Context: an optimization exercise on an open-source flow, tuned for small area, a short achievable clock period and few clock cycles per item. The choices shown serve that exercise and are no tape-out recipe.
At most, simulation tests tie the RTL to the original design; equivalence was not proved.

// multiplier_iterative
module multiplier_iterative(
    input clk,
    input logic valid_in,
    input logic[31:0] a,
    input logic[31:0] b,
    output logic valid_out,
    output logic[63:0] r
);
clock: 6.0 ns
lec_check: 0
cap_margin: 20
core_margin: 2
core_utilization: 60
slew_margin: 20
standard.sh (not shown) runs the stock make flow with config.mk's settings and CLKGATE_MAP_FILE= SYNTH_SCRIPT=/design/flow/synth_recipe.tcl, a recipe that flattens the netlist after the stock synthesis.
==> flow/flow/run.sh <==
#!/bin/bash
# Standard layout, with one netlist step between synthesis and floorplan:
# fapol.py flips full adders (a full adder is self-dual) so that fewer
# inverters are needed between them. Registers are not touched.
set -euo pipefail
R=orfs/results/${FLOW_PLATFORM}/multiplier_iterative/base
bash standard.sh synth > synth.log 2>&1
cp "$R/1_2_yosys.v" yosys_netlist.v
python3 flow/fapol.py yosys_netlist.v "$R/1_2_yosys.v" > fapol.log 2>&1
touch "$R/1_2_yosys.v"
rm -f "$R/1_synth.odb" "$R/1_synth.sdc"
bash standard.sh synth > synth_odb.log 2>&1
bash standard.sh > layout.log 2>&1
Other scripts of this flow, unchanged in this note and not shown: flow/flow/fapol.py
Testbench counts at the start, summed over its fixed seeds: cycles 61,899, items 24,000.
Then changed:
--- a/flow/design.v
+++ b/flow/design.v
@@ -2,21 +2,21 @@
     input clk,
     input logic valid_in,
     input logic[31:0] a,
     input logic[31:0] b,
     output logic valid_out,
     output logic[63:0] r
 );
     logic [31:0] mc;                    
     logic [2:0] n;                      
     logic [63:0] x;                     
-    logic [6:0] p;                      
+    logic [14:0] p;                     
     wire [3:0] ga = {|a[31:25], |a[31:17], |a[31:9], |a[31:1]};
     wire [3:0] gb = {|b[31:25], |b[31:17], |b[31:9], |b[31:1]};
     wire [3:0] ha = {|a[31:24], |a[31:16], |a[31:8], |a[31:0]};
     wire [3:0] hb = {|b[31:24], |b[31:16], |b[31:8], |b[31:0]};
     wire la = |(ha & ~ga);              
     wire lb = |(hb & ~gb);
     wire swap = |(ga & ~gb);            
     wire [3:0] gm = ga & gb;
     wire [31:0] mp = swap ? b : a;
     wire [31:0] mcs = swap ? a : b;
@@ -468,49 +468,47 @@
     wire fs205 = fs170 ^ fc135 ^ fc169;
     wire fc205 = (fs170 & fc135) | (fs170 & fc169) | (fc135 & fc169);
     wire fs206 = fs171 ^ fc137 ^ fc170;
     wire fc206 = (fs171 & fc137) | (fs171 & fc170) | (fc137 & fc170);
     wire fs207 = fs172 ^ fc138 ^ fc171;
     wire fc207 = (fs172 & fc138) | (fs172 & fc171) | (fc138 & fc171);
     wire fs208 = x[30] ^ pp7[31] ^ fc172;
     wire fc208 = (x[30] & pp7[31]) | (x[30] & fc172) | (pp7[31] & fc172);
     wire [40:0] s = {1'b0, x[31], fs208, fs207, fs206, fs205, fs204, fs203, fs202, fs201, fs200, fs199, fs198, fs197, fs196, fs195, fs194, fs193, fs192, fs191, fs190, fs189, fs188, fs187, fs186, fs185, fs184, fs183, fs182, fs181, fs180, fs179, fs178, fs177, fs176, fs175, fs174, fs173, hs7, pp0[1], pp0[0]};
     wire [40:0] c = {1'b0, fc208, fc207, fc206, fc205, fc204, fc203, fc202, fc201, fc200, fc199, fc198, fc197, fc196, fc195, fc194, fc193, fc192, fc191, fc190, fc189, fc188, fc187, fc186, fc185, fc184, fc183, fc182, fc181, fc180, fc179, fc178, fc177, fc176, fc175, fc174, fc173, hc7, pp2[0], pp1[0], 1'b0};
-    function automatic [8:0] add8(input [7:0] u, input [7:0] v, input ci);
-        logic [7:0] g, t, gg, tt;
-        integer k, m;
-        g = u & v;
-        t = u ^ v;
-        g[0] = g[0] | (t[0] & ci);
-        gg = g;
-        tt = t;
-        for (m = 1; m < 8; m = m * 2)
-            for (k = 7; k >= m; k = k - 1) begin
-                gg[k] = gg[k] | (tt[k] & gg[k-m]);
-                tt[k] = tt[k] & tt[k-m];
-            end
-        add8 = {gg[7], t ^ {gg[6:0], ci}};
+    function automatic [4:0] add4(input [3:0] u, input [3:0] v, input ci);
+        add4 = {1'b0, u} + {1'b0, v} + {4'd0, ci};
     endfunction
-    wire [8:0] s0 = add8(s[7:0], c[7:0], 1'b0);
-    wire [8:0] s1 = add8(s[15:8], c[15:8], 1'b0);
-    wire [8:0] s2 = add8(s[23:16], c[23:16], p[0]);
-    wire [8:0] s3 = add8(s[31:24], c[31:24], p[1]);
-    wire [8:0] s4 = add8(s[39:32], c[39:32], p[2]);
-    wire [8:0] s5 = add8(x[39:32], {7'd0, s[40] | c[40]}, p[3]);    
-    wire [8:0] s6 = add8(x[47:40], 8'd0, p[4]);
-    wire [8:0] s7 = add8(x[55:48], 8'd0, p[5]);
-    assign r = x + {p[6], 7'd0, p[5], 7'd0, p[4], 7'd0, p[3], 7'd0, p[2], 7'd0, p[1], 7'd0, p[0], 8'd0};
+    logic [4:0] sg [0:15];
+    integer j;
+    always @(*) begin
+        for (j = 0; j < 10; j = j + 1)
+            sg[j] = add4(s[4*j +: 4], c[4*j +: 4], (j >= 3) ? p[j-3] : 1'b0);
+        sg[10] = add4(x[35:32], {3'd0, s[40] | c[40]}, p[7]);    
+        for (j = 11; j < 16; j = j + 1)
+            sg[j] = add4(x[4*j-8 +: 4], 4'd0, p[j-3]);
+    end
+    logic [63:0] xs;
+    logic [14:0] ps;
+    logic [63:0] pw;
+    always @(*) begin
+        for (j = 0; j < 16; j = j + 1) xs[4*j +: 4] = sg[j][3:0];
+        for (j = 0; j < 15; j = j + 1) ps[j] = sg[j][4];
+        pw = 64'd0;
+        for (j = 0; j < 15; j = j + 1) pw[4*j+4] = p[j];
+    end
+    assign r = x + pw;
     always_ff @(posedge clk) begin
         if (valid_in) begin
             mc <= mcs;
             x <= start;
-            p <= 7'd0;
+            p <= 15'd0;
             n <= nm;
             valid_out <= !gm[0];
         end else if (!valid_out) begin
-            x <= {s7[7:0], s6[7:0], s5[7:0], s4[7:0], s3[7:0], s2[7:0], s1[7:0], s0[7:0]};
-            p <= {s6[8], s5[8], s4[8], s3[8], s2[8], s1[8], s0[8]};
+            x <= xs;
+            p <= ps;
             n <= n - 1'b1;
             if (n == 3'd1) valid_out <= 1'b1;
         end
     end
 endmodule
- fmax goes down by 1.3%
- worst hold slack loses 12 ps
- cell area goes up by 5.5%
- area after synthesis goes up by 4.7%
Only the layout flow was run in the second run of this note; the RTL was not checked for function there.

[separate check: timing with driven ports]
How much do the figures lean on ideal ports? The routed layouts below were timed once more, with nothing changed but the port constraints. Step 1 sets driving cells, clkbuf_16 on the clock port and buf_2 on the other inputs (assumed; they add their load-dependent delay and slew). Step 2 adds t to the input delays and takes it off the output delays; t is the mean of the earliest and latest rising clock arrival at the registers after step 1. Input paths then give back, and output paths get back, about the clock's delay inside the block. a / b / c = ideal / step 1 / step 2; a / b = the first two.
| run | shift t [ns] | slack for setup (ns) | worst setup path at the end | worst slew at a driven data input, ns |
|---|---|---|---|---|
| the first run | 0.412 | 0.586 / 0.586 / 0.586 | register to register | 0.04 |
| the second run | 0.464 | 0.514 / 0.467 / 0.931 | register to output | 0.04 |
After both steps every run listed still meets setup and hold.
